This is an optimization exercise on Yosys and OpenROAD, whose aim is small area and a short achievable clock period, not a production implementation.
Function was checked by simulation only, so behaviour that the tests miss may differ from the original.
Power figures rest on the tool's default switching activity, not on a simulated workload.

## RISC_top
module RISC_top(
    input clk,rst,
    output [15:0] imem_addr,
    input  [31:0] imem_data,
    output        dmem_we,
    output [5:0]  dmem_addr,
    output [31:0] dmem_wdata,
    input  [31:0] dmem_rdata,
    output        wb_we,
    output [4:0]  wb_addr,
    output [31:0] wb_data
    );
Size in the first run: roughly 160 I/O pins, about 0.059 mm² of cells after synthesis.
==> flow/config.mk <==
export PLATFORM = sky130hd
export DESIGN_NAME = RISC_top
export DESIGN_NICKNAME = RISC_top
export VERILOG_FILES = /design/flow/design.v
export SDC_FILE = /design/flow/constraint.sdc
export NUM_CORES = 4
export LEC_CHECK = 0
export CAP_MARGIN = 20
export CORE_MARGIN = 2
export CORE_UTILIZATION = 45
export CTS_CLUSTER_DIAMETER = 80
export CTS_CLUSTER_SIZE = 20
export SETUP_SLACK_MARGIN = 5.0
export SLEW_MARGIN = 20
export SYNTH_HIERARCHICAL = 1
==> flow/constraint.sdc <==
create_clock -name core_clock -period 8.0 [get_ports {clk}]
set_input_delay 1.6000 -clock core_clock [delete_from_list [all_inputs] [get_ports {clk}]]
set_output_delay 1.6000 -clock core_clock [all_outputs]
set_load 0.01 [all_outputs]
standard.sh (not shown) runs the stock make flow with config.mk's settings and CLKGATE_MAP_FILE= SYNTH_SCRIPT=/design/flow/synth_recipe.tcl, a recipe that flattens the netlist after the stock synthesis.
==> flow/flow/run.sh <==
#!/bin/bash
# The standard layout (standard.sh) with three layout choices changed:
#  - the input and output ports are buffered with buf_2 cells
#  - clock tree synthesis uses large sink clusters and inserts no dummy loads
# make's full output goes to flow.log in this folder; ORFS's per-step logs
# stay under orfs/logs.
set -euo pipefail
bash standard.sh \
  'BUFFER_PORTS_ARGS=-buffer_cell sky130_fd_sc_hd__buf_2' \
  'CTS_ARGS=-sink_clustering_enable -repair_clock_nets -sink_clustering_size 20 -sink_clustering_max_diameter 80 -dont_use_dummy_load' \
  'SETUP_SLACK_MARGIN=5.5' \
  finish > flow.log 2>&1
Then changed:
--- a/flow/flow/run.sh
+++ b/flow/flow/run.sh
@@ -2 +2 @@
-# The standard layout (standard.sh) with three layout choices changed:
+# The standard layout (standard.sh) with two layout choices changed:
@@ -11 +10,0 @@
-  'SETUP_SLACK_MARGIN=5.5' \
--- a/flow/config.mk
+++ b/flow/config.mk
@@ -10 +10 @@
-export CORE_UTILIZATION = 45
+export CORE_UTILIZATION = 40
@@ -15,0 +16 @@
+export TNS_END_PERCENT = 0
=> The changed run completed without violations. Sequential share of layout area increases by 3.6 points. Wire length decreases by 2.6%. Cell area decreases by 7.7%. Total power decreases by 5.2%.

* * *

build 44:
RISC_top again, from the RTL that the note above started with.
export LEC_CHECK = 0
export CAP_MARGIN = 20
export CORE_MARGIN = 2
export CORE_UTILIZATION = 40
export CTS_CLUSTER_DIAMETER = 80
export CTS_CLUSTER_SIZE = 20
export SETUP_SLACK_MARGIN = 5.0
export SLEW_MARGIN = 20
export SYNTH_HIERARCHICAL = 1
create_clock -name core_clock -period 8.0 [get_ports {clk}]
==> flow/flow/run.sh <==
#!/bin/bash
# The standard layout (standard.sh) with three layout choices changed:
#  - the input and output ports are buffered with buf_2 cells
#  - clock tree synthesis uses large sink clusters and inserts no dummy loads
# make's full output goes to flow.log in this folder; ORFS's per-step logs
# stay under orfs/logs.
set -euo pipefail
bash standard.sh \
  'BUFFER_PORTS_ARGS=-buffer_cell sky130_fd_sc_hd__buf_2' \
  'CTS_ARGS=-sink_clustering_enable -repair_clock_nets -sink_clustering_size 20 -sink_clustering_max_diameter 80 -dont_use_dummy_load' \
  'SETUP_SLACK_MARGIN=5.3' \
  finish > flow.log 2>&1
Build 44 went all the way through synthesis, placement and routing and the layout is clean on timing, DRC and antenna.
For build 65, these inputs were changed with respect to build 44:
-- flow/flow/run.sh --
<<< build 44, line 2
# The standard layout (standard.sh) with three layout choices changed:
>>> build 65, line 2
# The standard layout (standard.sh) with two layout choices changed:
<<< build 44, line 11
  'SETUP_SLACK_MARGIN=5.3' \
>>> build 65, line 11
Results
- Critical path depth up 7 in build 65 wrt build 44
- Summary: with build 44 as the reference, number of global-route vias before repair in build 65 moved down by a few percent.
- Of build 65 and build 44, the run reporting the lower global-route usage was build 65.
- The timing-limited maximum frequency number comes out lower for build 65 vs build 44.
- Against build 44, build 65 comes in 1.3% higher on total power divided by cell area.
- Looking at worst setup path endpoint, the wb_data[12] result is from build 44; the e_Y[23]$_DFF_P_ one comes from build 65.
[inputs] build 76 vs build 65
# build 65
export LEC_CHECK = 0
export CAP_MARGIN = 20
export CORE_MARGIN = 2
export CORE_UTILIZATION = 40
export CTS_CLUSTER_DIAMETER = 80
export CTS_CLUSTER_SIZE = 20
export SETUP_SLACK_MARGIN = 5.0
export SLEW_MARGIN = 20
export SYNTH_HIERARCHICAL = 1
create_clock -name core_clock -period 8.0 [get_ports {clk}]
# build 76
export LEC_CHECK = 0
export CAP_MARGIN = 20
export CORE_MARGIN = 2
export CORE_UTILIZATION = 50
export CTS_CLUSTER_DIAMETER = 80
export CTS_CLUSTER_SIZE = 20
export SETUP_SLACK_MARGIN = 5.0
export SLEW_MARGIN = 20
export SYNTH_HIERARCHICAL = 1
export TNS_END_PERCENT = 0
create_clock -name core_clock -period 8.0 [get_ports {clk}]
Sort build 65 and build 76 by clock tree skew after final layout, ascending, and build 76 comes first. Going from build 65 to build 76, area growth from synthesis to layout shrinks by 2.5 points. Post-route cell area (higher): build 65. Compared with build 65, build 76 is the less power-hungry design. Compared to build 65, build 76 has worst path setup slack after routing 310 ps lower. Looking at utilization, build 76 sits 10 points above build 65.
Relative to build 76, the following input files were edited for build 92:
# build 76
export LEC_CHECK = 0
export CAP_MARGIN = 20
export CORE_MARGIN = 2
export CORE_UTILIZATION = 50
export CTS_CLUSTER_DIAMETER = 80
export CTS_CLUSTER_SIZE = 20
export SETUP_SLACK_MARGIN = 5.0
export SLEW_MARGIN = 20
export SYNTH_HIERARCHICAL = 1
export TNS_END_PERCENT = 0
create_clock -name core_clock -period 8.0 [get_ports {clk}]
# build 92
export LEC_CHECK = 0
export CAP_MARGIN = 20
export CORE_MARGIN = 2
export CORE_UTILIZATION = 40
export CTS_CLUSTER_DIAMETER = 80
export CTS_CLUSTER_SIZE = 20
export SETUP_SLACK_MARGIN = 5.0
export SLEW_MARGIN = 20
export SYNTH_HIERARCHICAL = 1
create_clock -name core_clock -period 8.0 [get_ports {clk}]
==> flow/run.sh (new file) <==
#!/bin/bash
# synth_recipe.tcl (not shown) runs the flow's synth.tcl, then flattens the netlist and writes it again
# the make line also repeats each setting of config.mk as NAME=value (left out here)
make -C /OpenROAD-flow-scripts/flow DESIGN_CONFIG=/design/flow/config.mk WORK_HOME=/design/flow/orfs CLKGATE_MAP_FILE= SYNTH_SCRIPT=/design/flow/synth_recipe.tcl finish
removed: flow/flow/run.sh
removed: flow/standard.sh
==> results.txt <==
- When build 92 is set beside build 76, its die outline area turns out to be about 25% larger.
- Synthesized area: build 76 vs build 92 identical
- [build 92] cell internal power dissipation rose 4.7% relative to build 76
Input changes introduced in build 36 (baseline for comparison: build 92):
# build 92
export LEC_CHECK = 0
export CAP_MARGIN = 20
export CORE_MARGIN = 2
export CORE_UTILIZATION = 40
export CTS_CLUSTER_DIAMETER = 80
export CTS_CLUSTER_SIZE = 20
export SETUP_SLACK_MARGIN = 5.0
export SLEW_MARGIN = 20
export SYNTH_HIERARCHICAL = 1
create_clock -name core_clock -period 8.0 [get_ports {clk}]
# build 36
export LEC_CHECK = 0
export CAP_MARGIN = 20
export CORE_MARGIN = 2
export CORE_UTILIZATION = 40
export CTS_CLUSTER_DIAMETER = 80
export CTS_CLUSTER_SIZE = 20
export SETUP_SLACK_MARGIN = 5.0
export SLEW_MARGIN = 20
export SYNTH_HIERARCHICAL = 1
export TNS_END_PERCENT = 0
create_clock -name core_clock -period 8.0 [get_ports {clk}]
## What came out
- Build 36 reached the final stage; the timing, DRC and antenna checks on its layout passed.
- Delta (build 36 minus build 92): combined flip-flop and latch cell area now smaller; area added between synthesis and finish dropped 2.0 points; HPWL after detailed placement shrank by 2000 um; power density over the cells +about 0.37%; count of input and output buffers has remained practically unchanged.
- Final core utilization: build 36 < build 92
- Build 92 ended up with nor4_1 as its critical path's slowest cell; build 36 ended up with a2111oi_0.
- Build 36 against build 92: hold slack now sits at about the same level, share of the cycle needed by the critical path after routing now sits higher, number of detailed-routing iterations run before antenna repair now sits higher, number of logic stages on the critical path including buffering now sits higher.

## re-timing with driven ports
In the flow no input, the clock included, has a driving cell. The finished layouts below were timed again as built, in two steps. Step 1, drivers: a clkbuf_16 drives clk and a buf_2 each remaining input, both assumed. Step 2 adds t to the input delays and takes it off the output delays; t is the mean of the earliest and latest rising clock arrival at the registers after step 1. Input paths then give back, and output paths get back, about the clock's delay inside the block. Three values: ideal, step 1, step 2; two values: the first two.
run	t, ns	slack for setup (ns)	worst register clock-pin slew, ns
the first run of note 1	0.778	5.048 / 4.963 / 5.048	0.09 / 0.09
the second run of note 1	0.772	4.516 / 4.516 / 4.516	0.09 / 0.09
build 44	0.771	5.047 / 4.965 / 4.875	0.09 / 0.09
build 65	0.764	4.825 / 4.825 / 4.825	0.09 / 0.09
build 76	0.756	4.518 / 4.518 / 4.518	0.10 / 0.10
build 92	0.804	4.837 / 4.837 / 4.661	0.10 / 0.10
build 36	0.796	4.486 / 4.486 / 4.486	0.09 / 0.09
After both steps setup and hold are still met in every run listed. The setup slack of build 92, which loses most, moves by 0.000 ns with the drivers and by -0.176 ns with both steps.
